Background: an optimization exercise with open tools, aiming at small area. Do not read the settings as production practice. Function was checked by simulation only, so behaviour that the tests miss may differ from the original. No driver is modelled on the clock port, so clocking that relies on it looks cheaper here than on a real chip. Power figures rest on the tool's default switching activity, not on a simulated workload.

==> flow/design.v (excerpt) <==
module CPU (
    input clk,
    input rst,
    input botao_ligar_agora,
    input botao_enviar_agora,
    input [17:0] instrucao_completa,
    output reg flag_clear_memoria,
    output reg flag_escrever,
    output [7:0] lcd_data,
    output lcd_rs,
    output lcd_rw,
    output lcd_e,
    output lcd_on,
    output lcd_blon
);
Size in the first run: roughly 910 cells after synthesis, about 360 flip-flops, roughly 37 I/O pins.
Settings: LEC_CHECK=0, CAP_MARGIN=20, CORE_MARGIN=2, CORE_UTILIZATION=65, CTS_CLUSTER_DIAMETER=60, CTS_CLUSTER_SIZE=25, PLACE_DENSITY=0.8, SLEW_MARGIN=20; clock period 18.0 ns.
run.sh (not shown) runs the stock make flow with config.mk's settings and CLKGATE_MAP_FILE= SYNTH_SCRIPT=/design/flow/synth_recipe.tcl, a recipe that flattens the netlist after the stock synthesis.
The baseline finished with timing, DRC and antenna clean.
Edit:
==> flow/flow/run.sh (new file) <==
#!/bin/bash
# Standard layout, with two changes: ports are buffered with the smallest
# buffer, and clock tree synthesis adds no dummy loads.
cp standard.sh standard_sh_copy.txt
export BUFFER_PORTS_ARGS="-buffer_cell sky130_fd_sc_hd__buf_1"
export CTS_ARGS="-sink_clustering_enable -repair_clock_nets -dont_use_dummy_load -sink_clustering_size 25 -sink_clustering_max_diameter 80"
bash standard.sh > standard.log 2>&1
==> flow/standard.sh (new file) <==
#!/bin/bash
# synth_recipe.tcl (not shown) runs the flow's synth.tcl, then flattens the netlist and writes it again
# the make line also repeats each setting of config.mk as NAME=value (left out here)
make -C /OpenROAD-flow-scripts/flow DESIGN_CONFIG=/design/flow/config.mk WORK_HOME=/design/flow/orfs CLKGATE_MAP_FILE= SYNTH_SCRIPT=/design/flow/synth_recipe.tcl "${@:-finish}"
Settings changed: CORE_UTILIZATION 65 to 40, CTS_CLUSTER_DIAMETER 60 to 80, PLACE_DENSITY 0.8 to 0.6.
removed: flow/run.sh
Effect:
- routed wire length is lower by about 2.7%
- worst setup slack gets better by 0.75 ns
- hold slack gets worse by 0.014 ns
- clock-buffer cell count is lower by 10
- via count is lower by 2.0%
Edit:
==> flow/flow/run.sh (replaced) <==
#!/bin/bash
# The standard layout (standard.sh), with two changes: the ports are
# buffered with the smallest buffer (buf_1) instead of the default choice,
# and clock tree synthesis inserts no dummy loads. Everything else,
# synthesis included, is the standard flow. Its output goes to
# standard.log in the work folder.
export BUFFER_PORTS_ARGS="-buffer_cell sky130_fd_sc_hd__buf_1"
export CTS_ARGS="-sink_clustering_enable -repair_clock_nets -dont_use_dummy_load -sink_clustering_size 36 -sink_clustering_max_diameter 60"
bash standard.sh > standard.log 2>&1
Settings changed: CORE_UTILIZATION 40 to 65, PLACE_DENSITY 0.6 to 0.85.
What happened:
- The changed run ran to the end with no violations
- die area went down by 38%
- non-clock buffer count went up by 1
- maximum frequency barely changes
- setup slack improved by 0.010 ns
- clock power went down by 9.8%
- routed wire length went up by 1.9%

---

run A:
CPU again, from the RTL that the note above started with.
export LEC_CHECK = 0
export CAP_MARGIN = 20
export CORE_MARGIN = 2
export CORE_UTILIZATION = 40
export CTS_CLUSTER_DIAMETER = 80
export CTS_CLUSTER_SIZE = 25
export PLACE_DENSITY = 0.6
export SLEW_MARGIN = 20
create_clock -name core_clock -period 18.0 [get_ports {clk}]
standard.sh (not shown) runs the stock make flow with config.mk's settings and CLKGATE_MAP_FILE= SYNTH_SCRIPT=/design/flow/synth_recipe.tcl, a recipe that flattens the netlist after the stock synthesis.
==> flow/flow/run.sh <==
#!/bin/bash
# Standard layout, with three changes: ports are buffered with the smallest
# buffer, clock tree synthesis adds no dummy loads, and after clock tree
# synthesis cells with slack to spare are downsized.
export BUFFER_PORTS_ARGS="-buffer_cell sky130_fd_sc_hd__buf_1"
export CTS_ARGS="-sink_clustering_enable -repair_clock_nets -dont_use_dummy_load -sink_clustering_size 25 -sink_clustering_max_diameter 80"
export POST_CTS_TCL="$(pwd)/flow/post_cts.tcl"
bash standard.sh > standard.log 2>&1
==> flow/flow/post_cts.tcl <==
# Area recovery: downsize cells on paths with slack to spare, then
# legalize the placement again.
repair_timing -recover_power 100 -verbose
detailed_placement
check_placement -verbose
## Diff of input files: run B against run A
==> flow/flow/run.sh <==
#!/bin/bash
# The standard layout (standard.sh), with two changes: the ports are
# buffered with the smallest buffer (buf_1) instead of the default choice,
# and clock tree synthesis inserts no dummy loads. Everything else,
# synthesis included, is the standard flow. Its output goes to
# standard.log in the work folder.
export BUFFER_PORTS_ARGS="-buffer_cell sky130_fd_sc_hd__buf_1"
export CTS_ARGS="-sink_clustering_enable -repair_clock_nets -dont_use_dummy_load -sink_clustering_size 25 -sink_clustering_max_diameter 80"
bash standard.sh > standard.log 2>&1
removed: flow/flow/post_cts.tcl
[summary]
Looking at the reports, run B completed the entire flow and the layout it produced met the timing, DRC and antenna checks. Count of plain and timing-repair buffers, run A and run B: smaller value in run B. On wire length, run A and run B are basically level. Re worst vdd rail ir drop: run B is about 0.43% up on run A. Run B: switching power total is about 0.3% higher than what run A reported. Going from run A to run B, sequential share of layout area about even, smallest hold slack about even. Between run B and run A, the first-pass GRT wire length does not differ in any meaningful way. In terms of maximum frequency, run A and run B differ only marginally.
Input changes introduced in run C (baseline for comparison: run B):
- changing CTS_CLUSTER_DIAMETER from 80 to 90
- changing CTS_CLUSTER_SIZE from 25 to 32
==> flow/run.sh (new file) <==
#!/bin/bash
# synth_recipe.tcl (not shown) runs the flow's synth.tcl, then flattens the netlist and writes it again
# the make line also repeats each setting of config.mk as NAME=value (left out here)
make -C /OpenROAD-flow-scripts/flow DESIGN_CONFIG=/design/flow/config.mk WORK_HOME=/design/flow/orfs CLKGATE_MAP_FILE= SYNTH_SCRIPT=/design/flow/synth_recipe.tcl finish
removed: flow/flow/run.sh
removed: flow/standard.sh
--- outcome ---
Row total power: run C higher / run B lower
Switching share of power was higher in the run labelled run C.
Summary of run C over run B: setup slack went down 0.77 ns; post-placement cell area increased by 210 um2 relative to the old numbers; count of buffers from port buffering roughly the same; sequential power share shows a reduction of 0.5 points.
Setup changes, run C to run D
- CTS_CLUSTER_SIZE now 20, was 32
- CAP_MARGIN now 0, was 20
- SLEW_MARGIN now 0, was 20
- CTS_CLUSTER_DIAMETER now 60, was 90
Findings:
Status: inverter count parity (run C, run D). When run D is set beside run C, its final worst-path setup slack turns out to be 0.0030 ns larger. Diff run C and run D: post-place setup slack higher in run D.

==> re-timing with driven ports <==
How much do the figures lean on ideal ports? The routed layouts below were timed once more, with nothing changed but the port constraints. Step 1 (the two cells are an assumption about what drives the block):
set clk [get_ports {clk}]
set_driving_cell -lib_cell sky130_fd_sc_hd__clkbuf_16 $clk
set_driving_cell -lib_cell sky130_fd_sc_hd__buf_2 [delete_from_list [all_inputs] $clk]
Step 2 also shifts input and output timing later by t, the mid clock arrival at the registers, as if the neighbouring blocks saw the same clock. Three values: ideal, step 1, step 2; two values: the first two.
| run | t (ns) | setup WS [ns] | worst setup path at the end | worst register clock-pin slew, ns | cell pins on the clock port's net |
|---|---|---|---|---|---|
| the first run of note 1 | 0.553 | 9.557 / 9.525 / 9.525 | input to output | 0.10 / 0.10 | 1 |
| the second run of note 1 | 0.539 | 10.308 / 10.283 / 10.283 | input to output | 0.09 / 0.09 | 1 |
| the third run of note 1 | 0.524 | 10.319 / 10.293 / 10.293 | input to output | 0.12 / 0.12 | 1 |
| run A | 0.542 | 10.308 / 10.283 / 10.283 | input to output | 0.09 / 0.09 | 1 |
| run B | 0.539 | 10.308 / 10.283 / 10.283 | input to output | 0.09 / 0.09 | 1 |
| run C | 0.548 | 9.537 / 9.505 / 9.505 | input to output | 0.12 / 0.12 | 1 |
| run D | 0.583 | 9.540 / 9.508 / 9.508 | input to output | 0.08 / 0.08 | 1 |
After both steps every run listed still meets setup and hold.
